Background: an optimization exercise with open tools, aiming at small area, a short achievable clock period and few clock cycles. Do not read the settings as production practice. RTL that was checked went through simulation tests only; none was proved equivalent to the original. The RTL of runs 1, 2 and 4 to 6 was laid out without a check of its function. Power is estimated from default activity; no workload was simulated.

==> run.sh <==
#!/bin/bash
# synth_recipe.tcl (not shown) runs the flow's synth.tcl, then flattens the netlist and writes it again
# the make line also repeats each setting of config.mk as NAME=value (left out here)
make -C /OpenROAD-flow-scripts/flow DESIGN_CONFIG=/design/flow/config.mk WORK_HOME=/design/flow/orfs CLKGATE_MAP_FILE= SYNTH_SCRIPT=/design/flow/synth_recipe.tcl finish
==> config.mk <==
export PLATFORM = sky130hd
export DESIGN_NAME = Processor
export DESIGN_NICKNAME = Processor
export VERILOG_FILES = /design/flow/design.v
export SDC_FILE = /design/flow/constraint.sdc
export NUM_CORES = 4
export LEC_CHECK = 0
export ABC_CLOCK_PERIOD_IN_PS = 3500
export CAP_MARGIN = 20
export CORE_MARGIN = 2
export CORE_UTILIZATION = 40
export SETUP_SLACK_MARGIN = 3.0
export SLEW_MARGIN = 20
==> constraint.sdc <==
create_clock -name core_clock -period 7.0 [get_ports {i_clk}]
set_input_delay 1.4000 -clock core_clock [delete_from_list [all_inputs] [get_ports {i_clk}]]
set_output_delay 1.4000 -clock core_clock [all_outputs]
set_load 0.01 [all_outputs]
==> design.v <==
module Processor #(parameter WIDTH = 32) (
    input  logic               i_clk,
    input  logic               i_reset,
    input  logic [WIDTH-1:0]   i_ReadData,
    output logic               o_memwrite,
    output logic [WIDTH-1:0]   o_WriteData,
    output logic [WIDTH-1:0]   o_Address);
    logic [31:0] rf [1:7];
    logic [15:0] pc;         
    logic        e_r, e_ld, e_st, e_bq;    
    logic        e_sub, e_and, e_or, e_slt;
    logic [2:0]  e_rd;                     
    logic [31:0] opA, opB;
    logic [15:0] e_tgt;                    
    logic       e_mem;                     
    wire [31:0] ea    = opA + {16'd0, e_tgt};
    wire [31:0] bop   = opB ^ {32{e_sub}};
    wire [31:0] sum   = opA + bop + {31'd0, e_sub};
    logic [31:0] res;
    always_comb begin
        if (e_and)      res = opA & opB;
        else if (e_or)  res = opA | opB;
        else if (e_slt) res = {31'd0, sum[31]};
        else            res = sum;
    end
    wire        e_taken = e_bq & (opA == opB);
    wire [31:0] ins   = i_ReadData;
    wire [5:0]  op    = ins[31:26];
    wire [5:0]  funct = ins[5:0];
    wire [15:0] imm   = ins[15:0];
    wire        f_v   = ~e_mem & ~e_taken;
    wire        is_r  = (op == 6'h00);
    wire        is_lb = (op == 6'h20);
    wire        is_sb = (op == 6'h28);
    wire        is_bq = (op == 6'h04);
    wire        is_j  = (op == 6'h02);
    wire [2:0]  ra = ins[23:21];
    wire [2:0]  rb = ins[18:16];
    wire [31:0] rfa = (ra == 3'd0) ? 32'd0 : rf[ra];
    wire [31:0] rfb = (rb == 3'd0) ? 32'd0 : rf[rb];
    wire        fwd_ok = e_r & (e_rd != 3'd0);
    wire [31:0] a = (fwd_ok && ra == e_rd) ? res : rfa;
    wire [31:0] b = (fwd_ok && rb == e_rd) ? res : rfb;
    wire [15:0] pc1 = pc + 16'd1;
    always_ff @(posedge i_clk) begin
        if (i_reset || !f_v) begin
            e_r  <= 1'b0;
            e_ld <= 1'b0;
            e_st <= 1'b0;
            e_bq <= 1'b0;
            e_mem <= 1'b0;
        end else begin
            e_r  <= is_r;
            e_ld <= is_lb;
            e_st <= is_sb;
            e_bq <= is_bq;
            e_mem <= is_lb | is_sb;
        end
    end
    always_ff @(posedge i_clk) begin
        e_sub <= is_r & ((funct == 6'h22) | (funct == 6'h2A));
        e_and <= is_r & (funct == 6'h24);
        e_or  <= is_r & (funct == 6'h25);
        e_slt <= is_r & (funct == 6'h2A);
        e_rd  <= is_r ? ins[13:11] : ins[18:16];
        opA   <= a;
        opB   <= b;
        e_tgt <= (is_lb | is_sb) ? imm : pc1 + imm;
    end
    always_ff @(posedge i_clk) begin
        if (i_reset)      pc <= 16'd0;
        else if (e_taken) pc <= e_tgt;
        else if (e_mem)   pc <= pc;
        else if (is_j)    pc <= imm;
        else              pc <= pc1;
    end
    wire [31:0] wd = e_ld ? ins : res;
    wire        we = (e_r | e_ld) & (e_rd != 3'd0);
    always_ff @(posedge i_clk) begin
        for (int i = 1; i < 8; i++)
            if (we && e_rd == i[2:0]) rf[i] <= wd;
    end
    assign o_memwrite  = e_st;
    assign o_WriteData = opB;
    assign o_Address   = e_mem ? ea : {16'd0, pc};
endmodule
==> impl_metrics.env, run 1 <==
export IMPL_power_density_nw_per_um2=241.4
export IMPL_insertion_delay_ps=560
export IMPL_firstDrtPassIters=6
export IMPL_fin_crit_ps=4625
export IMPL_synth_area_leaders="edfxtp_1, dfxtp_1, ha_1"
export IMPL_design_core_area_um2=51090
export IMPL_post_synth_top_area_cell="edfxtp_1"
export IMPL_grt_pass1_vias=16360
export IMPL_critPathCaptureType="primary output"
export IMPL_slew_headroom_pct=25.92
export IMPL_critPathRequiredTime_ps=5600
export IMPL_tns_ps=0
export IMPL_rows=83
export IMPL_io_pins=99
export IMPL_p_leak_uw=0.009604
export IMPL_rrSetupSlack_ps=3170
export IMPL_clock_sink_count=332
export IMPL_num_vias=17090
export IMPL_holdWs_ps=492.3
export IMPL_outcome="timing/DRC/antenna clean"
export IMPL_wire_per_inst_um=24.11
export IMPL_rsz0062_at_grt="true"
export IMPL_globalRouteOverflowTotal=0
export IMPL_p_total_uw=5920
export IMPL_synth_edf_count=224
export IMPL_place_ws_ps=2220
export IMPL_ys_ff_latch=332
export IMPL_wl_mm=68.85
export IMPL_ctsHoldBuffers=0
export IMPL_syn2layout_area_growth_pct=19.36
export IMPL_peakVddDrop_mv=0.1492
export IMPL_synth_area_um2=20550
export IMPL_hold_viol=0
export IMPL_gp_congestion=0.9253
export IMPL_portBuffers=98
export IMPL_dieArea_um2=53200
export IMPL_drtIter0Drc=1738
export IMPL_yosysMostFrequentCell="edfxtp_1"
export IMPL_synthCells=2045
export IMPL_startpoint_type="register"
export IMPL_grt_max_degree=62
export IMPL_endpoint="o_Address[24]"
export IMPL_utilization_pct=48.01
export IMPL_synth_distinct_cells=82
export IMPL_final_nets=2317
export IMPL_avgSynthCellArea_um2=10.05
export IMPL_tightest_slew_ps=1111
export IMPL_synth_top_area_share_pct=32.73
export IMPL_drive_above_1_share_pct=16.59
export IMPL_cp_max_fo=5
export IMPL_fin_crit_sh_pct=66.07
export IMPL_root_buffer="clkbuf_16"
export IMPL_ff2ff_path_depth=12
export IMPL_cts_buffers=38
export IMPL_hold_path_class="reg2reg"
export IMPL_h_tree_depth=2
export IMPL_ys_seq_area_share_pct=43.25
export IMPL_fmax_mhz=216.2
export IMPL_ys_warn_count=34
export IMPL_cts_tree="built"
export IMPL_path_class="reg2out"
export IMPL_reg2reg_to="rf[3][24]$_DFFE_PP_"
export IMPL_place_detailed_hpwl_mm=47.35
export IMPL_grt_pass1_wl_mm=102.0
export IMPL_antennaDiodeCount=0
export IMPL_clock_path_buffers=3
export IMPL_worst_clock_skew_ps=18.48
export IMPL_ys_flop_type="edfxtp_1"
export IMPL_worstPathArrival_ps=3220
export IMPL_syn_nets=2215
export IMPL_drc=0
export IMPL_die_w_um=230.7
export IMPL_clk_pin_slew_ps=60
export IMPL_finalWorstSetupSlack_ps=2375
export IMPL_die_h_um=230.7
export IMPL_track_usage_pct=25.31
export IMPL_drt_vias_per_instance=5.985
export IMPL_async_reset_ff_share_pct=0
export IMPL_start_util_pct=40.22
export IMPL_drtAntennaViolNets=0
export IMPL_cap_violations=0
export IMPL_worstSetupStartpoint="e_tgt[0]$_DFF_P_"
export IMPL_antenna_found_initial=1
export IMPL_setup_viol=0
export IMPL_drv_slew=0
export IMPL_r2r_start="e_sub$_DFF_P_"
export IMPL_synth_cells_most_frequent="edfxtp_1, a21oi_1, nor2_1"
cell families after synthesis:
family	Yosys count	share of synthesized area, %
compound gates	584	18.01
mux	166	10.26
simple gates	498	11.52
flops	332	43.25
fa+ha+maj	136	8.390
xor+xnor	104	4.433
buf+inv	225	4.134
sequential cells by signal, indices dropped and copies added (netlist names):
register,count
e_and,1
e_bq,1
e_ld,1
e_mem,1
e_or,1
e_r,1
e_rd,3
e_slt,1
e_st,1
e_sub,1
e_tgt,16
opA,32
opB,32
pc,16
rf,224
critical path, stage by stage (launching register included):
cell and delay [ps]:
dfxtp_4 370, ha_4 130, inv_2 30, fa_2 340, nor2b_2 120, o21ai_2 70, a21boi_2 190, o21a_1 210
a21o_1 220, o41ai_4 90, buf_4 180, buf_6 130, or3_1 300, a21oi_1 140, buf_2 140
stage by stage:
step,std cells,instance area (µm²)
after floorplan,2045,20550
after global placement,2736,22230
after detailed placement,2736,22230
after CTS,2835,24030
after global routing,2856,24530
final,2856,24530
metal layers:
layer | part of all wire (%) | wire length (µm) | global-route usage (%) | up-vias
met5 | 0.016 | 11 | 0 | -
met3 | 9.2 | 6366 | 6.151 | 148
li1 | - | - | - | 7823
met1 | 42 | 28960 | 33.98 | 8305
met4 | 3.6 | 2501 | 9.012 | 2
met2 | 45 | 31020 | 39.78 | 816
worst min-delay path by stage:
| stage | startpoint | endpoint | depth (start not counted) |
|---|---|---|---|
| floorplan | e_tgt[8]$_DFF_P_ | pc[8]$_SDFFE_PP0P_ | 2 |
| global placement | e_tgt[6]$_DFF_P_ | pc[6]$_SDFFE_PP0P_ | 2 |
| detailed placement | e_tgt[6]$_DFF_P_ | pc[6]$_SDFFE_PP0P_ | 2 |
| CTS | e_tgt[6]$_DFF_P_ | pc[6]$_SDFFE_PP0P_ | 2 |
| global route | e_tgt[6]$_DFF_P_ | pc[6]$_SDFFE_PP0P_ | 2 |
| finish | e_tgt[6]$_DFF_P_ | pc[6]$_SDFFE_PP0P_ | 2 |
cell type report:
type                       instances  area [µm²]
clock buffer                      46        1037
clock inverter                    23       195.2
fill                            4644       26570
inverter                         104       390.4
multi-input combinational       1489       11520
sequential                       332        8920
tap                              680       850.8
timing repair buffer             182        1617
report_power, final:
group          total, µW  switching, µW  leakage, µW  internal (µW)
clock               1990            819     0.000617           1170
combinational       1540            922      0.00607            616
sequential          2390            107      0.00292           2290
total               5920           1850      0.00960           4070
cell usage in the layout (no fill, tap or decap), types with 29 or more instances in the layout:
master and n:
mux4_2 32, nor2_1 155, xnor2_1 51, o22ai_1 69, mux2i_1 94, a21oi_1 171
ha_1 125, mux2_2 31, nand2_1 127, o21ai_0 88, buf_4 63, clkdlybuf4s50_1 63
xor2_1 49, edfxtp_1 224, inv_1 99, dfxtp_1 95, nand3_1 29, a211oi_1 43
clkbuf_16 40
repair_timing:
action	in CTS	in global routing
gates resized for setup	198	78
gates cloned	2	0
buffers inserted	28	21
pin swaps	37	41
endpoints found under the setup margin	223	192
==> run 2, diff against run 1 <==
--- a/design.v
+++ b/design.v
@@ -1,3 +1,12 @@
+module RdMux #(parameter WIDTH = 32) (
+    input  logic [7:0]       sel,
+    input  logic [WIDTH-1:0] f, r1, r2, r3, r4, r5, r6, r7,
+    output logic [WIDTH-1:0] q);
+    assign q = (f  & {WIDTH{sel[0]}}) | (r1 & {WIDTH{sel[1]}})
+             | (r2 & {WIDTH{sel[2]}}) | (r3 & {WIDTH{sel[3]}})
+             | (r4 & {WIDTH{sel[4]}}) | (r5 & {WIDTH{sel[5]}})
+             | (r6 & {WIDTH{sel[6]}}) | (r7 & {WIDTH{sel[7]}});
+endmodule
 module Processor #(parameter WIDTH = 32) (
     input  logic               i_clk,
     input  logic               i_reset,
@@ -13,7 +22,9 @@
     logic [31:0] opA, opB;
     logic [15:0] e_tgt;                    
     logic       e_mem;                     
-    wire [31:0] ea    = opA + {16'd0, e_tgt};
+    wire [16:0] ea_lo = {1'b0, opA[15:0]} + {1'b0, e_tgt};
+    wire [15:0] ea_hi1 = opA[31:16] + 16'd1;
+    wire [31:0] ea    = {ea_lo[16] ? ea_hi1 : opA[31:16], ea_lo[15:0]};
     wire [31:0] bop   = opB ^ {32{e_sub}};
     wire [31:0] sum   = opA + bop + {31'd0, e_sub};
     logic [31:0] res;
@@ -23,7 +34,7 @@
         else if (e_slt) res = {31'd0, sum[31]};
         else            res = sum;
     end
-    wire        e_taken = e_bq & (opA == opB);
+    wire        e_taken = e_bq & (sum == 32'd0);    
     wire [31:0] ins   = i_ReadData;
     wire [5:0]  op    = ins[31:26];
     wire [5:0]  funct = ins[5:0];
@@ -36,11 +47,23 @@
     wire        is_j  = (op == 6'h02);
     wire [2:0]  ra = ins[23:21];
     wire [2:0]  rb = ins[18:16];
-    wire [31:0] rfa = (ra == 3'd0) ? 32'd0 : rf[ra];
-    wire [31:0] rfb = (rb == 3'd0) ? 32'd0 : rf[rb];
     wire        fwd_ok = e_r & (e_rd != 3'd0);
-    wire [31:0] a = (fwd_ok && ra == e_rd) ? res : rfa;
-    wire [31:0] b = (fwd_ok && rb == e_rd) ? res : rfb;
+    wire        fwd_a  = fwd_ok & (ra == e_rd);
+    wire        fwd_b  = fwd_ok & (rb == e_rd);
+    logic [7:0] sel_a, sel_b;
+    always_comb begin
+        sel_a[0] = fwd_a;
+        sel_b[0] = fwd_b;
+        for (int i = 1; i < 8; i++) begin
+            sel_a[i] = ~fwd_a & (ra == i[2:0]);
+            sel_b[i] = ~fwd_b & (rb == i[2:0]);
+        end
+    end
+    logic [31:0] a, b;
+    RdMux rd_a (.sel(sel_a), .f(res), .r1(rf[1]), .r2(rf[2]), .r3(rf[3]), .r4(rf[4]),
+                .r5(rf[5]), .r6(rf[6]), .r7(rf[7]), .q(a));
+    RdMux rd_b (.sel(sel_b), .f(res), .r1(rf[1]), .r2(rf[2]), .r3(rf[3]), .r4(rf[4]),
+                .r5(rf[5]), .r6(rf[6]), .r7(rf[7]), .q(b));
     wire [15:0] pc1 = pc + 16'd1;
     always_ff @(posedge i_clk) begin
         if (i_reset || !f_v) begin
@@ -58,7 +81,7 @@
         end
     end
     always_ff @(posedge i_clk) begin
-        e_sub <= is_r & ((funct == 6'h22) | (funct == 6'h2A));
+        e_sub <= is_bq | (is_r & ((funct == 6'h22) | (funct == 6'h2A)));
         e_and <= is_r & (funct == 6'h24);
         e_or  <= is_r & (funct == 6'h25);
         e_slt <= is_r & (funct == 6'h2A);
--- a/config.mk
+++ b/config.mk
@@ -11,3 +11,5 @@
 export CORE_UTILIZATION = 40
 export SETUP_SLACK_MARGIN = 3.0
 export SLEW_MARGIN = 20
+export SYNTH_HIERARCHICAL = 1
+export SYNTH_MINIMUM_KEEP_SIZE = 0
==> run 2 against run 1 <==
Effect of this change:
- sequential cell count unchanged
- total power is 2.1% lower
- die area decreased by 11%
- via count is 9.9% lower
- sequential share of layout area is 3.5 points higher
- count of clock-buffer cells in the layout unchanged
- combinational power down 12%
- area after synthesis fell by 11%
- first-iteration DRC count is 1.4% higher
- critical path depth rose by 3
- design area shrank 8.8%
- largest cell class unchanged
- largest power group unchanged
==> impl_metrics.env, run 2 <==
export IMPL_outcome="timing/DRC/antenna clean"
export IMPL_slowest_delay_ps=360
export IMPL_syn_nets=1784
export IMPL_synthCells=1680
export IMPL_ys_ff_latch=332
export IMPL_start_util_pct=40.42
export IMPL_drc=0
export IMPL_rows=78
export IMPL_firstDrtPassIters=6
export IMPL_clk_pin_slew_ps=60
export IMPL_synth_top_area_share_pct=36.75
export IMPL_drive_above_1_share_pct=21.45
export IMPL_wire_per_inst_um=26.24
export IMPL_layout_commonest_cell="a22oi_1"
export IMPL_cap_violations=0
export IMPL_clock_sink_count=332
export IMPL_gp_congestion=0.9510
export IMPL_ys_warn_count=9
export IMPL_critPathCaptureType="primary output"
export IMPL_crit_family="compound AO/OA/AOI/OAI gates"
export IMPL_cp_max_fo=3
export IMPL_syn2layout_area_growth_pct=22.23
export IMPL_layout_common_cells="a22oi_1, edfxtp_1, dfxtp_1, nand4_1, buf_4"
export IMPL_largest_register_ff_count=224
export IMPL_slew_headroom_pct=26.21
export IMPL_crit_chain="ha_4 > inv_2 > fa_2 > nor2b_1 > o21a_1 > o21ai_2 > a21oi_2 > a211oi_2 > o41a_1 > o21ai_4 > buf_4 > and3_4 > buf_6 > nand2_2 > xnor2_1 > and2_1 > buf_2"
export IMPL_top_register="rf"
export IMPL_drt_vias_per_instance=6.321
export IMPL_num_vias=15410
export IMPL_track_usage_pct=26.34
export IMPL_path_class="reg2out"
export IMPL_path_buf_inv=4
export IMPL_grt_max_degree=57
export IMPL_dieArea_um2=47490
export IMPL_synth_area_leaders="edfxtp_1, dfxtp_1, a22oi_1"
export IMPL_cts_buffers=37
export IMPL_place_ws_ps=1334
export IMPL_finalWorstSetupSlack_ps=1912
export IMPL_clock_path_buffers=3
export IMPL_grt_pass1_vias=14960
export IMPL_die_h_um=217.9
export IMPL_wl_mm=63.94
export IMPL_fill_cells=4059
export IMPL_antenna_found_initial=1
export IMPL_antennaDiodeCount=0
export IMPL_synth_edf_count=224
export IMPL_hold_viol=0
export IMPL_critPathRequiredTime_ps=5600
export IMPL_io_pins=99
export IMPL_reg_top3="rf: 224 flops, opA: 32 flops, opB: 32 flops"
export IMPL_tightest_slew_ps=1095
export IMPL_rsz0062_at_grt="true"
export IMPL_ys_flop_type="edfxtp_1"
export IMPL_multiInputGateArea_um2=9602
export IMPL_worst_clock_skew_ps=50.14
export IMPL_place_detailed_hpwl_mm=43.27
export IMPL_drv_slew=0
export IMPL_globalRouteOverflowTotal=0
export IMPL_yosysMostFrequentCell="a22oi_1"
export IMPL_grt_pass1_wl_mm=93.67
export IMPL_post_synth_top_area_cell="edfxtp_1"
export IMPL_power_density_nw_per_um2=259.0
export IMPL_synth_distinct_cells=68
export IMPL_synth_cells_most_frequent="a22oi_1, edfxtp_1, dfxtp_1"
export IMPL_tns_ps=0
export IMPL_avgSynthCellArea_um2=10.90
export IMPL_seq_area_um2=8910
export IMPL_cts_tree="built"
export IMPL_startpoint_type="register"
export IMPL_synth_area_um2=18310
export IMPL_ys_seq_area_share_pct=48.56
export IMPL_worstPathArrival_ps=3690
export IMPL_insertion_delay_ps=580
export IMPL_fin_crit_ps=5088
export IMPL_h_tree_depth=2
export IMPL_design_core_area_um2=45280
export IMPL_drtIter0Drc=1762
export IMPL_root_buffer="clkbuf_16"
export IMPL_setup_viol=0
export IMPL_async_reset_ff_share_pct=0
export IMPL_drtAntennaViolNets=0
export IMPL_peakVddDrop_mv=0.1530
export IMPL_die_w_um=217.9
export IMPL_fmax_mhz=196.5
export IMPL_p_leak_uw=0.008120
export IMPL_portBuffers=98
export IMPL_cp_slowest_cell="dfxtp_4"
export IMPL_fin_crit_sh_pct=72.68
export IMPL_hold_path_class="reg2reg"
export IMPL_final_nets=1913
==> run 2: cells by family after synthesis <==
kind of cell	count (synthesis)	synth area share (%)
buffers and inverters	134	3.561
adders and majority gates	70	4.908
DFF	332	48.56
xor gates and xnor gates	113	5.407
and+or+nand+nor	401	11.84
muxes	59	3.554
AOI/OAI and AO/OA	571	22.17
==> run 2: worst reg2reg max path: stages (launching register included) <==
cell       delay (ps)
dfxtp_2           400
xor2_2            160
ha_2              320
a21o_1            190
o21bai_1          150
a311o_1           410
or3_4             450
o2111ai_2         220
a21oi_1           130
a31oi_1           180
xor2_1            260
o21ai_0           160
o221a_2           230
mux2_2            330
==> run 2: final cells by class <==
type	count	area share (%)
repair buffers	189	7.611
clock buffers	46	4.429
flip-flops and latches	332	39.82
clock inverters	21	1.314
multi-input cells	1216	42.91
inverters	33	0.5536
well taps	600	3.355
==> run 2: final timing paths <==
path | start | end | slack, ps | depth (start not counted)
worst min-delay path | rf[3][10]$_DFFE_PP_ | opB[10]$_DFF_P_ | 480 | 2
worst min register to register | rf[3][10]$_DFFE_PP_ | opB[10]$_DFF_P_ | 480 | 2
worst max-delay path | opA[0]$_DFF_P_ | o_Address[24] | 1910 | 17
worst max register to register | opB[8]$_DFF_P_ | rf[3][25]$_DFFE_PP_ | 3100 | 13
==> run 2: power by group <==
group / switching (µW) / internal (µW) / leakage, µW / total [µW]
combinational: 791 / 568 / 0.00458 / 1360
sequential: 96.9 / 2270 / 0.00292 / 2370
clock: 826 / 1240 / 0.000620 / 2070
total: 1710 / 4080 / 0.00812 / 5800
==> run 2: what timing repair did <==
item	4_1_cts	5_1_grt
gates cloned	1	1
resized for setup	206	83
hold buffers	0	0
pin swaps	47	48
setup buffers	30	22
endpoints found under the setup margin	209	155
==> run 2: per-module statistics from Yosys (local to each module, per instance) <==
module	cell area (µm²)	cells inside	flip-flops and latches	times used
Processor	15670	1312	332	1
RdMux	1319	184	0	2
==> run 2: through the flow <==
stage	hold WS, ps	instance area (µm²)	util, %	std cells	total power [µW]
2_1_floorplan	467.4	18370	-	1680	3145
3_5_place_dp	492.0	19980	44.11	2316	3548
4_1_cts	492.1	21830	48.20	2414	5698
6_report	481.3	22370	49.41	2437	5795
5_1_grt	518.6	22370	49.41	2437	5998
3_3_place_gp	483.4	19980	44.11	2316	3535
==> run 2: metal layers <==
metal	wire [µm]	GRT usage, %
met5	0	0
met2	29420	42.10
met1	27490	36.99
met3	5331	3.584
met4	1689	8.254
==> run 3, diff against run 2 <==
--- a/design.v
+++ b/design.v
@@ -22,9 +22,7 @@
     logic [31:0] opA, opB;
     logic [15:0] e_tgt;                    
     logic       e_mem;                     
-    wire [16:0] ea_lo = {1'b0, opA[15:0]} + {1'b0, e_tgt};
-    wire [15:0] ea_hi1 = opA[31:16] + 16'd1;
-    wire [31:0] ea    = {ea_lo[16] ? ea_hi1 : opA[31:16], ea_lo[15:0]};
+    wire [31:0] ea    = opA + {16'd0, e_tgt};
     wire [31:0] bop   = opB ^ {32{e_sub}};
     wire [31:0] sum   = opA + bop + {31'd0, e_sub};
     logic [31:0] res;
==> run 3 against run 2 <==
Effect of this change:
- count of clock-buffer cells in the layout is 1 higher
- sequential share of layout area decreased by 0.21 points
- setup slack gained 350 ps
- clock skew fell by 22 ps
- wire length increased by 4.6%
- worst hold slack better by 19 ps
- global-route usage is 0.64 points higher
- clock power shrank 2%
- critical path type unchanged
- critical endpoint is now o_Address[22]
- highest routed layer unchanged
==> impl_metrics.env, run 3 <==
export IMPL_outcome="timing/DRC/antenna clean"
export IMPL_slew_headroom_pct=33.72
export IMPL_drt_vias_per_instance=6.378
export IMPL_ys_seq_area_share_pct=47.75
export IMPL_grt_pass1_vias=15390
export IMPL_pwr_share_comb_pct=24.2
export IMPL_yosysMostFrequentCell="a22oi_1"
export IMPL_track_usage_pct=26.98
export IMPL_tns_ps=0
export IMPL_met2_usage_pct=42.96
export IMPL_worst_clock_skew_ps=27.88
export IMPL_insertion_delay_ps=580
export IMPL_setup_viol=0
export IMPL_grt_pass1_wl_mm=96.72
export IMPL_cap_violations=0
export IMPL_synth_area_um2=18610
export IMPL_seqPwrFrac_pct=41.0
export IMPL_antenna_found_initial=2
export IMPL_antennaDiodeCount=0
export IMPL_ys_ff_latch=332
export IMPL_switchingPower_uw=1774
export IMPL_pwr_share_clk_pct=34.8
export IMPL_final_nets=2003
export IMPL_globalRouteOverflowTotal=0
export IMPL_critPathRequiredTime_ps=5600
export IMPL_startpoint_type="register"
export IMPL_clock_sink_count=332
export IMPL_avgSynthCellArea_um2=10.50
export IMPL_synth_distinct_cells=74
export IMPL_place_area_um2=20150
export IMPL_rsz0062_at_grt="true"
export IMPL_reg2reg_to="pc[7]$_SDFFE_PP0P_"
export IMPL_rrSetupSlack_ps=3020
export IMPL_hold_viol=0
export IMPL_design_core_area_um2=46260
export IMPL_ctsHoldBuffers=0
export IMPL_drv_slew=0
export IMPL_h_tree_depth=2
export IMPL_final_cell_area_um2=22530
export IMPL_peakVddDrop_mv=0.1590
export IMPL_post_synth_top_area_cell="edfxtp_1"
export IMPL_root_buffer="clkbuf_16"
export IMPL_synthCells=1772
export IMPL_utilization_pct=48.69
export IMPL_reg_top3="rf: 224 flops, opA: 32 flops, opB: 32 flops"
export IMPL_p_leak_uw=0.008117
export IMPL_hold_path_class="reg2reg"
export IMPL_wire_per_inst_um=26.38
export IMPL_drtIter0Drc=2219
export IMPL_busiest_layer="met2"
export IMPL_io_pins=99
export IMPL_drc=0
export IMPL_layout_commonest_cell="a22oi_1"
export IMPL_fin_crit_sh_pct=67.65
export IMPL_worstPathArrival_ps=3340
export IMPL_syn2layout_area_growth_pct=21.01
export IMPL_power_density_nw_per_um2=258.2
export IMPL_min_from="rf[3][21]$_DFFE_PP_"
export IMPL_num_vias=16180
export IMPL_hold_end="opB[21]$_DFF_P_"
export IMPL_ys_warn_count=9
export IMPL_clk_pin_slew_ps=60
export IMPL_tightest_slew_ps=988.1
export IMPL_ys_flop_type="edfxtp_1"
export IMPL_r2r_start="e_sub$_DFF_P_"
export IMPL_clock_path_buffers=3
export IMPL_grtUsageMet3_pct=4.776
export IMPL_synth_area_leaders="edfxtp_1, dfxtp_1, a22oi_1"
export IMPL_dieArea_um2=48280
export IMPL_fmax_mhz=211.2
export IMPL_grt_max_degree=63
export IMPL_layout_common_cells="a22oi_1, edfxtp_1, a21oi_1, dfxtp_1, nand4_1"
export IMPL_grt_met1_usage_pct=37.21
export IMPL_fin_crit_ps=4735
export IMPL_ff2ff_path_depth=14
export IMPL_synth_edf_count=224
export IMPL_cts_tree="built"
export IMPL_top_register="rf"
export IMPL_drtAntennaViolNets=0
export IMPL_gp_congestion=0.8958
export IMPL_firstDrtPassIters=6
export IMPL_async_reset_ff_share_pct=0
export IMPL_die_h_um=219.7
export IMPL_swShare_pct=30.49
export IMPL_critPathCaptureType="primary output"
export IMPL_cp_max_fo=4
export IMPL_worstSetupStartpoint="opA[0]$_DFF_P_"
export IMPL_rows=79
export IMPL_path_class="reg2out"
export IMPL_start_util_pct=40.24
export IMPL_die_w_um=219.7
export IMPL_min_path_cells=2
export IMPL_cts_buffers=37
export IMPL_wl_mm=66.90
export IMPL_syn_nets=1875
export IMPL_synth_top_area_share_pct=36.14
export IMPL_place_detailed_hpwl_mm=44.34
export IMPL_portBuffers=98
export IMPL_drive_above_1_share_pct=20.68
export IMPL_intPower_uw=4043
export IMPL_largest_register_ff_count=224
export IMPL_synth_cells_most_frequent="a22oi_1, edfxtp_1, a21oi_1"
-- run 3: cell count changes after synthesis, sizes merged, moves of 6 or more --
| cell | change |
|---|---|
| a21oi | +28 |
| nand3 | +17 |
| inv | +31 |
| xnor2 | -12 |
| and3 | -11 |
| clkbuf | +11 |
| nand2b | -9 |
| mux2i | +7 |
| a221oi | +6 |
| and2 | -11 |
| o21ai | +10 |
| nor2 | +10 |
| o21a | -16 |
| nand2 | +15 |
-- run 3: area by class of cell --
type	count	area [µm²]
multi-input combinational	1260	9604
fill	4173	23730
timing repair buffer	203	1734
clock inverter	21	284.0
sequential	332	8922
inverter	66	247.7
tap	607	759.5
clock buffer	47	973.4
-- run 3: cells by family (layout without fill, tap and decap cells) --
logic type,after synthesis,in the layout,synth area share (%)
flops,332,332,47.75
xor+xnor,97,97,4.564
fa+ha+maj,69,69,4.759
simple gates,415,417,11.75
buf+inv,183,337,4.490
mux,64,64,3.751
compound gates,612,613,22.93
-- run 3: power groups by stage --
stage | clock network, µW | registers, µW | logic (µW)
after global placement | 0 | 2410 | 1160
after floorplan | 0 | 2370 | 790
final | 2030 | 2380 | 1410
after CTS | 2050 | 2370 | 1290
after detailed placement | 0 | 2410 | 1160
after global routing | 2120 | 2380 | 1500
-- run 3: worst max path at each step --
stage / end / cells after the start
after floorplan: o_Address[29] / 12
after global placement: o_Address[31] / 12
after detailed placement: o_Address[31] / 12
after CTS: o_Address[22] / 15
after global routing: o_Address[22] / 15
final: o_Address[22] / 16
-- run 3: modules after synthesis (local to each module, per instance) --
module	area, µm²	cells inside	copies in the design	flip-flops and latches
RdMux	1319	184	2	0
Processor	15980	1404	1	332
-- run 3: worst max-delay path: stages, from the launching register on --
cell,delay [ps]
dfxtp_4,370
ha_4,130
inv_2,30
fa_2,340
nor2b_2,150
o21ai_2,80
a21boi_2,220
o21ai_2,100
a21boi_2,210
o21bai_2,110
a21oi_4,220
buf_6,130
o31a_1,180
buf_4,150
o2111ai_2,100
nand3_1,130
buf_2,140
-- run 3: repair_timing --
item                       CTS  global route
pin swaps                   51            51
gates cloned                 2             1
buffers inserted            44            24
resized for setup          195            93
setup endpoints to repair  145           123
-- run 3: layer usage --
layer / up-vias / part of all wire, %
li1: 7202 / -
met5: - / 0
met2: 893 / 46
met4: 0 / 2.7
met3: 134 / 10
met1: 7946 / 42
-- run 3: stage by stage --
step           hold WS [ps]  worst slack [ps]  instances  total power [µW]
2_1_floorplan         456.0              3000       1772              3158
3_3_place_gp          477.3              1791       2397              3569
3_5_place_dp          488.3              1716       2397              3576
4_1_cts               503.6              2110       2511              5715
5_1_grt               528.5              2057       2536              6007
6_report              499.9              2265       2536              5817
Testbench counts of run 3, summed over its fixed seeds: cycles 29,901.
==> run 4, diff against run 3 <==
--- a/design.v
+++ b/design.v
@@ -1,3 +1,63 @@
+module Add32 #(parameter W = 32) (
+    input  logic [W-1:0] a,
+    input  logic [W-1:0] b,
+    input  logic         cin,
+    output logic [W-1:0] s,
+    output logic         cout);
+    localparam L = $clog2(W);
+    logic [W-1:0] p0;
+    logic [W-1:0] g [0:L];
+    logic [W-1:0] p [0:L];
+    always_comb begin
+        p0 = a ^ b;
+        g[0] = a & b;
+        g[0][0] = (a[0] & b[0]) | (p0[0] & cin);
+        p[0] = p0;
+        for (int l = 0; l < L; l++) begin
+            for (int i = 0; i < W; i++) begin
+                if ((i >> l) & 1) begin
+                    g[l+1][i] = g[l][i] | (p[l][i] & g[l][((i >> l) << l) - 1]);
+                    p[l+1][i] = p[l][i] & p[l][((i >> l) << l) - 1];
+                end else begin
+                    g[l+1][i] = g[l][i];
+                    p[l+1][i] = p[l][i];
+                end
+            end
+        end
+        s = p0 ^ {g[L][W-2:0], cin};
+        cout = g[L][W-1];
+    end
+endmodule
+module Add16 #(parameter W = 16) (
+    input  logic [W-1:0] a,
+    input  logic [W-1:0] b,
+    input  logic         cin,
+    output logic [W-1:0] s,
+    output logic         cout);
+    localparam L = $clog2(W);
+    logic [W-1:0] p0;
+    logic [W-1:0] g [0:L];
+    logic [W-1:0] p [0:L];
+    always_comb begin
+        p0 = a ^ b;
+        g[0] = a & b;
+        g[0][0] = (a[0] & b[0]) | (p0[0] & cin);
+        p[0] = p0;
+        for (int l = 0; l < L; l++) begin
+            for (int i = 0; i < W; i++) begin
+                if ((i >> l) & 1) begin
+                    g[l+1][i] = g[l][i] | (p[l][i] & g[l][((i >> l) << l) - 1]);
+                    p[l+1][i] = p[l][i] & p[l][((i >> l) << l) - 1];
+                end else begin
+                    g[l+1][i] = g[l][i];
+                    p[l+1][i] = p[l][i];
+                end
+            end
+        end
+        s = p0 ^ {g[L][W-2:0], cin};
+        cout = g[L][W-1];
+    end
+endmodule
 module RdMux #(parameter WIDTH = 32) (
     input  logic [7:0]       sel,
     input  logic [WIDTH-1:0] f, r1, r2, r3, r4, r5, r6, r7,
@@ -22,9 +82,15 @@
     logic [31:0] opA, opB;
     logic [15:0] e_tgt;                    
     logic       e_mem;                     
-    wire [31:0] ea    = opA + {16'd0, e_tgt};
+    logic [15:0] ea_lo;
+    logic        ea_c;
+    Add16 add_ea (.a(opA[15:0]), .b(e_tgt), .cin(1'b0), .s(ea_lo), .cout(ea_c));
+    wire [15:0] ea_hi1 = opA[31:16] + 16'd1;
+    wire [31:0] ea    = {ea_c ? ea_hi1 : opA[31:16], ea_lo};
     wire [31:0] bop   = opB ^ {32{e_sub}};
-    wire [31:0] sum   = opA + bop + {31'd0, e_sub};
+    logic [31:0] sum;
+    logic        sum_c;
+    Add32 add_alu (.a(opA), .b(bop), .cin(e_sub), .s(sum), .cout(sum_c));
     logic [31:0] res;
     always_comb begin
         if (e_and)      res = opA & opB;
--- a/config.mk
+++ b/config.mk
@@ -5,7 +5,6 @@
 export SDC_FILE = /design/flow/constraint.sdc
 export NUM_CORES = 4
 export LEC_CHECK = 0
-export ABC_CLOCK_PERIOD_IN_PS = 3500
 export CAP_MARGIN = 20
 export CORE_MARGIN = 2
 export CORE_UTILIZATION = 40
==> run 4 against run 3 <==
Effect of this change:
- setup slack lost 120 ps
- cell count shrank 6.5%
- count of clock-buffer cells in the layout grew 2
- clock power shrank 5%
- critical path depth shrank 4
- largest cell class unchanged
- total power shrank 5.7%
- first-iteration DRC count shrank 20%
==> impl_metrics.env, run 4 <==
export IMPL_outcome="timing/DRC/antenna clean"
export IMPL_gp_congestion=0.9320
export IMPL_firstDrtPassIters=6
export IMPL_layout_commonest_cell="a22oi_1"
export IMPL_cap_violations=0
export IMPL_layout_common_cells="a22oi_1, edfxtp_1, dfxtp_1, nand2_1, nor2_1"
export IMPL_synthCells=1626
export IMPL_holdWs_ps=482.7
export IMPL_min_path_cells=2
export IMPL_fin_crit_ps=4854
export IMPL_wl_mm=61.59
export IMPL_critPathCaptureType="primary output"
export IMPL_h_tree_depth=2
export IMPL_worstPathArrival_ps=3450
export IMPL_rrSetupSlack_ps=2630
export IMPL_fmax_mhz=206.0
export IMPL_drv_slew=0
export IMPL_wire_per_inst_um=25.99
export IMPL_path_buf_inv=2
export IMPL_cp_slowest_cell="dfxtp_1"
export IMPL_antennaDiodeCount=0
export IMPL_slew_headroom_pct=20.59
export IMPL_worst_clock_skew_ps=28.03
export IMPL_ys_warn_count=15
export IMPL_hold_end="pc[14]$_SDFFE_PP0P_"
export IMPL_rows=77
export IMPL_syn_nets=1737
export IMPL_antenna_found_initial=0
export IMPL_drive_above_1_share_pct=19.69
export IMPL_utilization_pct=48.86
export IMPL_clock_path_buffers=3
export IMPL_min_from="e_tgt[14]$_DFF_P_"
export IMPL_drtIter0Drc=1784
export IMPL_avgSynthCellArea_um2=10.98
export IMPL_root_buffer="clkbuf_16"
export IMPL_fill_cells=3984
export IMPL_cts_buffers=37
export IMPL_peakVddDrop_mv=0.1308
export IMPL_synth_area_um2=17850
export IMPL_startpoint_type="register"
export IMPL_largest_register_ff_count=224
export IMPL_reg_top3="rf: 224 flops, opA: 32 flops, opB: 32 flops"
export IMPL_tightest_slew_ps=1185
export IMPL_place_ws_ps=1445
export IMPL_tns_ps=0
export IMPL_hold_viol=0
export IMPL_ff2ff_path_depth=18
export IMPL_finalWorstSetupSlack_ps=2146
export IMPL_top_register="rf"
export IMPL_critPathRequiredTime_ps=5600
export IMPL_die_h_um=215.3
export IMPL_dieArea_um2=46340
export IMPL_clock_sink_count=332
export IMPL_p_total_uw=5485
export IMPL_io_pins=99
export IMPL_drc=0
export IMPL_r2r_start="e_sub$_DFF_P_"
export IMPL_grt_pass1_wl_mm=90.06
export IMPL_track_usage_pct=25.58
export IMPL_grt_max_degree=50
export IMPL_start_util_pct=40.46
export IMPL_hold_path_class="reg2reg"
export IMPL_final_nets=1861
export IMPL_syn2layout_area_growth_pct=20.75
export IMPL_design_core_area_um2=44120
export IMPL_insertion_delay_ps=550
export IMPL_cp_max_fo=5
export IMPL_clk_pin_slew_ps=60
export IMPL_die_w_um=215.3
export IMPL_drtAntennaViolNets=0
export IMPL_crit_chain="ha_1 > a21oi_2 > nor2b_1 > a311o_1 > o21a_1 > or3_4 > and3_4 > buf_6 > nand4_1 > xor2_1 > nor2_1 > buf_2"
export IMPL_p_leak_uw=0.007724
export IMPL_drt_vias_per_instance=6.356
export IMPL_grt_pass1_vias=14520
export IMPL_crit_family="simple AND/OR/NAND/NOR gates"
export IMPL_portBuffers=98
export IMPL_cts_tree="built"
export IMPL_num_vias=15060
export IMPL_place_detailed_hpwl_mm=39.78
export IMPL_fin_crit_sh_pct=69.34
export IMPL_power_density_nw_per_um2=254.4
export IMPL_rsz0062_at_grt="true"
export IMPL_ctsHoldBuffers=0
export IMPL_slowest_delay_ps=440
export IMPL_globalRouteOverflowTotal=0
export IMPL_path_class="reg2out"
export IMPL_reg2reg_to="pc[2]$_SDFFE_PP0P_"
export IMPL_setup_viol=0
[run 4: cell count changes in the layout (fill, tap and decap cells not counted), sizes merged, moves of 10 or more]
| cell | before | now |
|---|---|---|
| a21oi | 109 | 93 |
| a221oi | 7 | 33 |
| buf | 133 | 112 |
| inv | 66 | 43 |
| nand2 | 71 | 97 |
| nand3 | 39 | 20 |
| nor2 | 91 | 111 |
| nor2b | 18 | 4 |
| o21a | 15 | 5 |
| o21ai | 71 | 33 |
| o221a | 23 | 0 |
| o22ai | 11 | 0 |
| o31ai | 23 | 6 |
| xor2 | 53 | 65 |
[run 4: worst max path at each step]
| stage | startpoint | endpoint | cells after the start |
|---|---|---|---|
| floorplan | opA[0]$_DFF_P_ | o_Address[30] | 14 |
| global placement | e_sub$_DFF_P_ | pc[4]$_SDFFE_PP0P_ | 18 |
| detailed placement | e_sub$_DFF_P_ | pc[7]$_SDFFE_PP0P_ | 17 |
| CTS | opA[0]$_DFF_P_ | o_Address[30] | 15 |
| global route | opA[7]$_DFF_P_ | o_Address[30] | 12 |
| finish | opA[7]$_DFF_P_ | o_Address[22] | 12 |
[run 4: metal layers]
layer / wire [µm] / track usage [%]
met5: 0 / 0
met4: 2242 / 9.632
met3: 5983 / 4.275
met2: 27980 / 40.84
met1: 25380 / 34.92
[run 4: power breakdown]
group          switching (µW)  internal [µW]
Combinational             686            488
Clock                     801           1130
Sequential                104           2280
Total                    1590           3890
[run 4: final cells by class]
class / count / area, µm² / share of cell area [%]
repair buffers: 183 / 1635 / 7.586
multi-input cells: 1155 / 8945 / 41.49
clock inverters: 18 / 209.0 / 0.9692
inverters: 41 / 153.9 / 0.7139
clock buffers: 49 / 970.9 / 4.504
flip-flops and latches: 332 / 8904 / 41.30
well taps: 592 / 740.7 / 3.436
[run 4: per-stage QoR]
stage	instances	area [µm²]
after floorplan	1626	17950
final	2370	21560
after CTS	2354	21140
after global placement	2245	19400
after global routing	2370	21560
after detailed placement	2245	19400
[run 4: worst reg2reg max path, cell delays in order, from the launching register on]
cell and delay (ps):
dfxtp_4 350, buf_4 150, buf_16 160, xor2_1 170, ha_1 360, and4_1 190, and3_1 190, a221o_1 330
a41o_1 230, or3_4 400, a21oi_4 180, xnor2_2 90, nor4_2 280, nand4_1 140, buf_6 170, buf_6 110
or4_4 540, o221ai_2 100, a21oi_1 80
[run 4: what timing repair did]
action                     4_1_cts  5_1_grt
setup endpoints to repair      294      149
buffers inserted                38       16
pin swaps                       45       36
cloned                           4        0
gates resized for setup        198       65
==> run 5, diff against run 4 <==
--- a/design.v
+++ b/design.v
@@ -78,7 +78,7 @@
     logic [15:0] pc;         
     logic        e_r, e_ld, e_st, e_bq;    
     logic        e_sub, e_and, e_or, e_slt;
-    logic [2:0]  e_rd;                     
+    logic [7:1]  e_we;                     
     logic [31:0] opA, opB;
     logic [15:0] e_tgt;                    
     logic       e_mem;                     
@@ -111,16 +111,15 @@
     wire        is_j  = (op == 6'h02);
     wire [2:0]  ra = ins[23:21];
     wire [2:0]  rb = ins[18:16];
-    wire        fwd_ok = e_r & (e_rd != 3'd0);
-    wire        fwd_a  = fwd_ok & (ra == e_rd);
-    wire        fwd_b  = fwd_ok & (rb == e_rd);
     logic [7:0] sel_a, sel_b;
     always_comb begin
-        sel_a[0] = fwd_a;
-        sel_b[0] = fwd_b;
+        sel_a[0] = 1'b0;
+        sel_b[0] = 1'b0;
         for (int i = 1; i < 8; i++) begin
-            sel_a[i] = ~fwd_a & (ra == i[2:0]);
-            sel_b[i] = ~fwd_b & (rb == i[2:0]);
+            sel_a[i] = ~e_we[i] & (ra == i[2:0]);
+            sel_b[i] = ~e_we[i] & (rb == i[2:0]);
+            sel_a[0] = sel_a[0] | (e_we[i] & (ra == i[2:0]));
+            sel_b[0] = sel_b[0] | (e_we[i] & (rb == i[2:0]));
         end
     end
     logic [31:0] a, b;
@@ -136,12 +135,15 @@
             e_st <= 1'b0;
             e_bq <= 1'b0;
             e_mem <= 1'b0;
+            e_we <= 7'd0;
         end else begin
             e_r  <= is_r;
             e_ld <= is_lb;
             e_st <= is_sb;
             e_bq <= is_bq;
             e_mem <= is_lb | is_sb;
+            for (int i = 1; i < 8; i++)
+                e_we[i] <= (is_r & ins[13:11] == i[2:0]) | (is_lb & ins[18:16] == i[2:0]);
         end
     end
     always_ff @(posedge i_clk) begin
@@ -149,7 +151,6 @@
         e_and <= is_r & (funct == 6'h24);
         e_or  <= is_r & (funct == 6'h25);
         e_slt <= is_r & (funct == 6'h2A);
-        e_rd  <= is_r ? ins[13:11] : ins[18:16];
         opA   <= a;
         opB   <= b;
         e_tgt <= (is_lb | is_sb) ? imm : pc1 + imm;
@@ -162,10 +163,9 @@
         else              pc <= pc1;
     end
     wire [31:0] wd = e_ld ? ins : res;
-    wire        we = (e_r | e_ld) & (e_rd != 3'd0);
     always_ff @(posedge i_clk) begin
         for (int i = 1; i < 8; i++)
-            if (we && e_rd == i[2:0]) rf[i] <= wd;
+            if (e_we[i]) rf[i] <= wd;
     end
     assign o_memwrite  = e_st;
     assign o_WriteData = opB;
--- a/config.mk
+++ b/config.mk
@@ -8,7 +8,7 @@
 export CAP_MARGIN = 20
 export CORE_MARGIN = 2
 export CORE_UTILIZATION = 40
-export SETUP_SLACK_MARGIN = 3.0
+export SETUP_SLACK_MARGIN = 3.5
 export SLEW_MARGIN = 20
 export SYNTH_HIERARCHICAL = 1
 export SYNTH_MINIMUM_KEEP_SIZE = 0
==> run 5 against run 4 <==
Effect of this change:
- still clean
- setup slack lost 93 ps
- first-iteration DRC count increased by 0.95%
- count of clock-buffer cells in the layout increased by 4
- sequential power hardly changed
- clock power grew 7%
- critical path depth did not move
- design area rose by 5.4%
- cell count grew 1.5%
- critical endpoint is now o_Address[31]
- largest power group unchanged
- highest routed layer unchanged
==> impl_metrics.env, run 5 <==
export IMPL_slew_headroom_pct=38.34
export IMPL_drtIter0Drc=1801
export IMPL_p_total_uw=5857
export IMPL_worst_clock_skew_ps=24.21
export IMPL_clock_sink_count=335
export IMPL_avgSynthCellArea_um2=10.95
export IMPL_largest_register_ff_count=224
export IMPL_fmax_mhz=202.2
export IMPL_antenna_found_initial=0
export IMPL_die_h_um=215.9
export IMPL_hold_viol=0
export IMPL_gp_congestion=0.8963
export IMPL_start_util_pct=40.60
export IMPL_drive_above_1_share_pct=25.32
export IMPL_rsz0062_at_grt="true"
export IMPL_drc=0
export IMPL_die_w_um=215.9
export IMPL_worstPathArrival_ps=3550
export IMPL_rows=77
export IMPL_cts_buffers=38
export IMPL_slowest_delay_ps=430
export IMPL_reg_top3="rf: 224 flops, opA: 32 flops, opB: 32 flops"
export IMPL_portBuffers=98
export IMPL_hold_path_class="reg2reg"
export IMPL_fin_crit_sh_pct=70.67
export IMPL_clock_path_buffers=3
export IMPL_grt_pass1_wl_mm=92.75
export IMPL_antennaDiodeCount=0
export IMPL_wire_per_inst_um=26.31
export IMPL_fin_crit_ps=4947
export IMPL_wl_mm=63.28
export IMPL_drtAntennaViolNets=0
export IMPL_io_pins=99
export IMPL_ctsHoldBuffers=0
export IMPL_path_buf_inv=1
export IMPL_crit_chain="ha_1 > a21oi_2 > nor2b_1 > a311o_1 > o21a_1 > or3_4 > and4_4 > and3_4 > and3_4 > xnor2_2 > nor2_1 > buf_2"
export IMPL_clk_pin_slew_ps=60
export IMPL_num_vias=15170
export IMPL_critPathCaptureType="primary output"
export IMPL_design_core_area_um2=44220
export IMPL_ys_warn_count=15
export IMPL_place_detailed_hpwl_mm=38.55
export IMPL_root_buffer="clkbuf_16"
export IMPL_setup_viol=0
export IMPL_grt_max_degree=50
export IMPL_fill_cells=3771
export IMPL_drt_vias_per_instance=6.309
export IMPL_syn_nets=1751
export IMPL_cap_violations=0
export IMPL_cp_slowest_cell="or3_4"
export IMPL_layout_common_cells="a22oi_1, edfxtp_1, nor2_1, dfxtp_1, nand2_1"
export IMPL_drv_slew=0
export IMPL_critPathMostFrequentCell="and3_4"
export IMPL_synth_area_um2=17960
export IMPL_dieArea_um2=46600
export IMPL_track_usage_pct=26.25
export IMPL_critPathRequiredTime_ps=5600
export IMPL_tightest_slew_ps=922.0
export IMPL_grt_pass1_vias=14660
export IMPL_layout_commonest_cell="a22oi_1"
export IMPL_synthCells=1640
export IMPL_peakVddDrop_mv=0.1411
export IMPL_outcome="timing/DRC/antenna clean"
export IMPL_globalRouteOverflowTotal=0
export IMPL_tns_ps=0
export IMPL_p_leak_uw=0.008196
export IMPL_firstDrtPassIters=6
export IMPL_top_register="rf"
export IMPL_crit_family="simple AND/OR/NAND/NOR gates"
export IMPL_insertion_delay_ps=550
export IMPL_syn2layout_area_growth_pct=26.53
export IMPL_power_density_nw_per_um2=257.8
export IMPL_path_class="reg2out"
export IMPL_cts_tree="built"
export IMPL_final_nets=1894
export IMPL_h_tree_depth=2
export IMPL_startpoint_type="register"
export IMPL_cp_max_fo=4
run 5: layout make-up:
type                       instances  area (µm²)  share of cell area (%)
multi-input combinational       1166        9694                   42.67
sequential                       335        8970                   39.48
inverter                          38       142.6                  0.6278
clock buffer                      53        1049                   4.615
tap                              592       740.7                   3.260
clock inverter                    17       229.0                   1.008
timing repair buffer             204        1894                   8.338
run 5: timing repair:
item,CTS,global route
pin swaps,73,77
gates cloned,5,0
endpoints found under the setup margin,296,306
buffers inserted,47,23
gates resized for setup,230,141
run 5: final timing paths:
kind / slack [ps] / startpoint / end / depth (start not counted)
hold reg to reg: 490 / e_tgt[14]$_DFF_P_ / pc[14]$_SDFFE_PP0P_ / 2
setup / recovery: 2050 / opA[7]$_DFF_P_ / o_Address[31] / 12
setup reg to reg: 2490 / e_sub$_DFF_P_ / rf[2][29]$_DFFE_PP_ / 21
hold / removal: 490 / e_tgt[14]$_DFF_P_ / pc[14]$_SDFFE_PP0P_ / 2
run 5: per-layer routing:
layer | global-route usage (%) | wire length (µm) | vias to the layer above | share of wire (%)
li1 | - | - | 6685 | -
met1 | 36.12 | 26580 | 7495 | 42
met2 | 42.30 | 28930 | 844 | 46
met3 | 4.242 | 5643 | 149 | 8.9
met4 | 8.483 | 2125 | 0 | 3.4
met5 | 0 | 0 | - | 0
run 5: power by group:
part	leakage [µW]	switching (µW)	internal, µW	total [µW]
clock network	0.000608	817	1240	2060
registers	0.00294	96.6	2290	2390
logic	0.00464	787	627	1410
run 5: tightest hold or removal path, cell delays in order, from the launching register on:
cell     delay, ps
dfxtp_1        320
nand2_1         60
a21oi_1         60
run 5: metrics by stage:
step                      utilization [%]  hold WS [ps]  instances  instance area (µm²)  setup slack [ps]
after global routing                51.38         521.4       2405                22720              1952
final                               51.38         488.4       2405                22720              2053
after CTS                           49.43         482.8       2381                21860              2069
after floorplan                         -         435.6       1640                18140              2634
after global placement              44.39         469.1       2259                19630              1859
after detailed placement            44.39         473.6       2259                19630              1853
==> run 6, diff against run 5 <==
--- a/config.mk
+++ b/config.mk
@@ -8,7 +8,7 @@
 export CAP_MARGIN = 20
 export CORE_MARGIN = 2
 export CORE_UTILIZATION = 40
-export SETUP_SLACK_MARGIN = 3.5
+export SETUP_SLACK_MARGIN = 3.0
 export SLEW_MARGIN = 20
 export SYNTH_HIERARCHICAL = 1
 export SYNTH_MINIMUM_KEEP_SIZE = 0
==> run 6 against run 5 <==
Effect of this change:
- count of clock-buffer cells in the layout is 5 lower
- first-iteration DRC count is 4.0% higher
- synthesized cell count stayed put
- wire length is 0.59% lower
- design area is 4.4% lower
- sequential share of layout area is 1.8 points higher
- critical path depth is 3 higher
- clock power hardly changed
- setup slack worse by 18 ps
- cell count is 1.5% lower
- global-route usage is 0.093 points lower
- register-to-register slack better by 60 ps
==> impl_metrics.env, run 6 <==
export IMPL_drive_above_1_share_pct=20.03
export IMPL_hold_viol=0
export IMPL_root_buffer="clkbuf_16"
export IMPL_drtAntennaViolNets=0
export IMPL_clk_pin_slew_ps=60
export IMPL_insertion_delay_ps=540
export IMPL_firstDrtPassIters=5
export IMPL_tns_ps=0
export IMPL_final_nets=1860
export IMPL_outcome="timing/DRC/antenna clean"
export IMPL_portBuffers=98
export IMPL_ys_warn_count=15
export IMPL_path_class="reg2out"
export IMPL_track_usage_pct=26.16
export IMPL_power_density_nw_per_um2=258.5
export IMPL_start_util_pct=40.60
export IMPL_top_register="rf"
export IMPL_cts_buffers=37
export IMPL_cp_max_fo=4
export IMPL_grt_pass1_vias=14590
export IMPL_final_cell_area_um2=21710
export IMPL_syn_nets=1751
export IMPL_fin_crit_sh_pct=70.93
export IMPL_io_pins=99
export IMPL_drt_vias_per_instance=6.329
export IMPL_dieArea_um2=46600
export IMPL_clock_sink_count=335
export IMPL_avgSynthCellArea_um2=10.95
export IMPL_p_leak_uw=0.007803
export IMPL_globalRouteOverflowTotal=0
export IMPL_largest_register_ff_count=224
export IMPL_synth_area_um2=17960
export IMPL_tightest_slew_ps=1134
export IMPL_rsz0062_at_grt="true"
export IMPL_slew_headroom_pct=24.01
export IMPL_fmax_mhz=201.4
export IMPL_place_ws_ps=1760
export IMPL_die_w_um=215.9
export IMPL_dpl_cell_count=2256
export IMPL_die_h_um=215.9
export IMPL_syn2layout_area_growth_pct=20.93
export IMPL_cts_tree="built"
export IMPL_finalWorstSetupSlack_ps=2035
export IMPL_drv_slew=0
export IMPL_clock_path_buffers=3
export IMPL_layout_common_cells="a22oi_1, edfxtp_1, nor2_1, dfxtp_1, nand2_1"
export IMPL_h_tree_depth=2
export IMPL_fin_crit_ps=4965
export IMPL_drtIter0Drc=1873
export IMPL_layoutNonFillerInstCount=2369
export IMPL_antennaDiodeCount=0
export IMPL_worst_clock_skew_ps=22.29
export IMPL_gp_congestion=0.9188
export IMPL_peakVddDrop_mv=0.1373
export IMPL_ctsHoldBuffers=0
export IMPL_layout_commonest_cell="a22oi_1"
export IMPL_grt_max_degree=50
export IMPL_hold_path_class="reg2reg"
export IMPL_cap_violations=0
export IMPL_critPathRequiredTime_ps=5600
export IMPL_num_vias=14990
export IMPL_startpoint_type="register"
export IMPL_design_core_area_um2=44220
export IMPL_grt_pass1_wl_mm=92.07
export IMPL_place_area_um2=19540
export IMPL_place_detailed_hpwl_mm=38.37
export IMPL_drc=0
export IMPL_setup_viol=0
export IMPL_rows=77
export IMPL_wl_mm=62.91
export IMPL_antenna_found_initial=0
export IMPL_worstPathArrival_ps=3570
export IMPL_synthCells=1640
export IMPL_utilization_pct=49.10
export IMPL_wire_per_inst_um=26.55
export IMPL_critPathCaptureType="primary output"
export IMPL_reg_top3="rf: 224 flops, opA: 32 flops, opB: 32 flops"
==> run 6: final cells by class <==
| cell class | instances | area, µm² |
|---|---|---|
| Clock inverter | 19 | 237.7 |
| Clock buffer | 48 | 1008 |
| Fill cell | 3925 | 22510 |
| Inverter | 38 | 142.6 |
| Multi-Input combinational cell | 1166 | 9042 |
| Sequential cell | 335 | 8972 |
| Timing Repair Buffer | 171 | 1570 |
| Tap cell | 592 | 740.7 |
==> run 6: critical path: stages, from the launching register on <==
cell      delay, ps
dfxtp_2         320
inv_2            50
fa_2            190
inv_2            40
fa_2            360
a211oi_4        260
o21ai_2          90
nor3b_4         170
o21a_1          200
or3_4           410
and4_4          180
and3_4          200
and3_4          180
xnor2_2         150
nor2_1           50
buf_2           170
==> run 6: worst paths after layout <==
check	from	to	slack, ps	cells after the start
worst min register to register	e_tgt[1]$_DFF_P_	pc[1]$_SDFFE_PP0P_	480	2
worst min-delay path	e_tgt[1]$_DFF_P_	pc[1]$_SDFFE_PP0P_	480	2
worst max register to register	opB[0]$_DFF_P_	pc[3]$_SDFFE_PP0P_	2550	17
worst max-delay path	e_tgt[0]$_DFF_P_	o_Address[31]	2030	15
==> run 6: power by group <==
group          total (µW)  internal (µW)  switching [µW]
Sequential           2390           2290            96.6
Combinational        1190            486             707
Clock                2030           1210             825
Total                5610           3980            1630
==> run 6: repair_timing <==
action / 4_1_cts / 5_1_grt
setup endpoints to repair: 231 / 147
pin swaps: 45 / 34
resized for setup: 177 / 74
buffers inserted: 29 / 12
cloned: 4 / 0
==> run 6: through the flow <==
stage | hold WS (ps) | total power (µW)
floorplan | 435.6 | 3080
global placement | 476.4 | 3432
detailed placement | 468.5 | 3446
CTS | 484.4 | 5537
global route | 515.9 | 5805
finish | 479.7 | 5613
==> run 6: layer usage <==
| layer | part of all wire (%) | up-vias | routed length, µm | GRT usage [%] |
|---|---|---|---|---|
| met1 | 41 | 7359 | 26100 | 35.80 |
| met4 | 3.5 | 0 | 2202 | 10.02 |
| met2 | 45 | 858 | 28610 | 41.44 |
| met5 | 0 | - | 0 | 0 |
| li1 | - | 6625 | - | - |
| met3 | 9.5 | 151 | 6000 | 4.496 |

-- what the ideal ports hide --
In the flow no input, the clock included, has a driving cell. The finished layouts below were timed again as built, in two steps.
Step 1: set_driving_cell puts a clkbuf_16 on i_clk and a buf_2 on each other input, an assumption about the parent block.
Step 2 times the ports against the registers' clock, not the clock port: input delays grow and output delays shrink by t, the midpoint of the rising clock arrivals with the driver on.
a / b / c = ideal ports / drivers / drivers and shift; a / b = the first two.
run	t (ns)	setup slack, ns	worst hold slack (ns)	clock arrival spread, ns	worst data-port slew with drivers (ns)
run 1	0.611	2.375 / 2.313 / 2.534	0.492 / 0.492 / 0.492	0.019 / 0.019	0.05
run 2	0.609	1.912 / 1.856 / 2.466	0.481 / 0.481 / 0.481	0.050 / 0.051	0.05
run 3	0.619	2.265 / 2.207 / 2.579	0.500 / 0.500 / 0.500	0.028 / 0.028	0.04
run 4	0.589	2.146 / 2.089 / 2.479	0.483 / 0.483 / 0.483	0.028 / 0.028	0.04
run 5	0.596	2.053 / 1.997 / 2.489	0.488 / 0.488 / 0.488	0.024 / 0.024	0.04
run 6	0.593	2.035 / 1.976 / 2.547	0.480 / 0.480 / 0.480	0.023 / 0.022	0.04
After both steps every run listed still meets setup and hold.
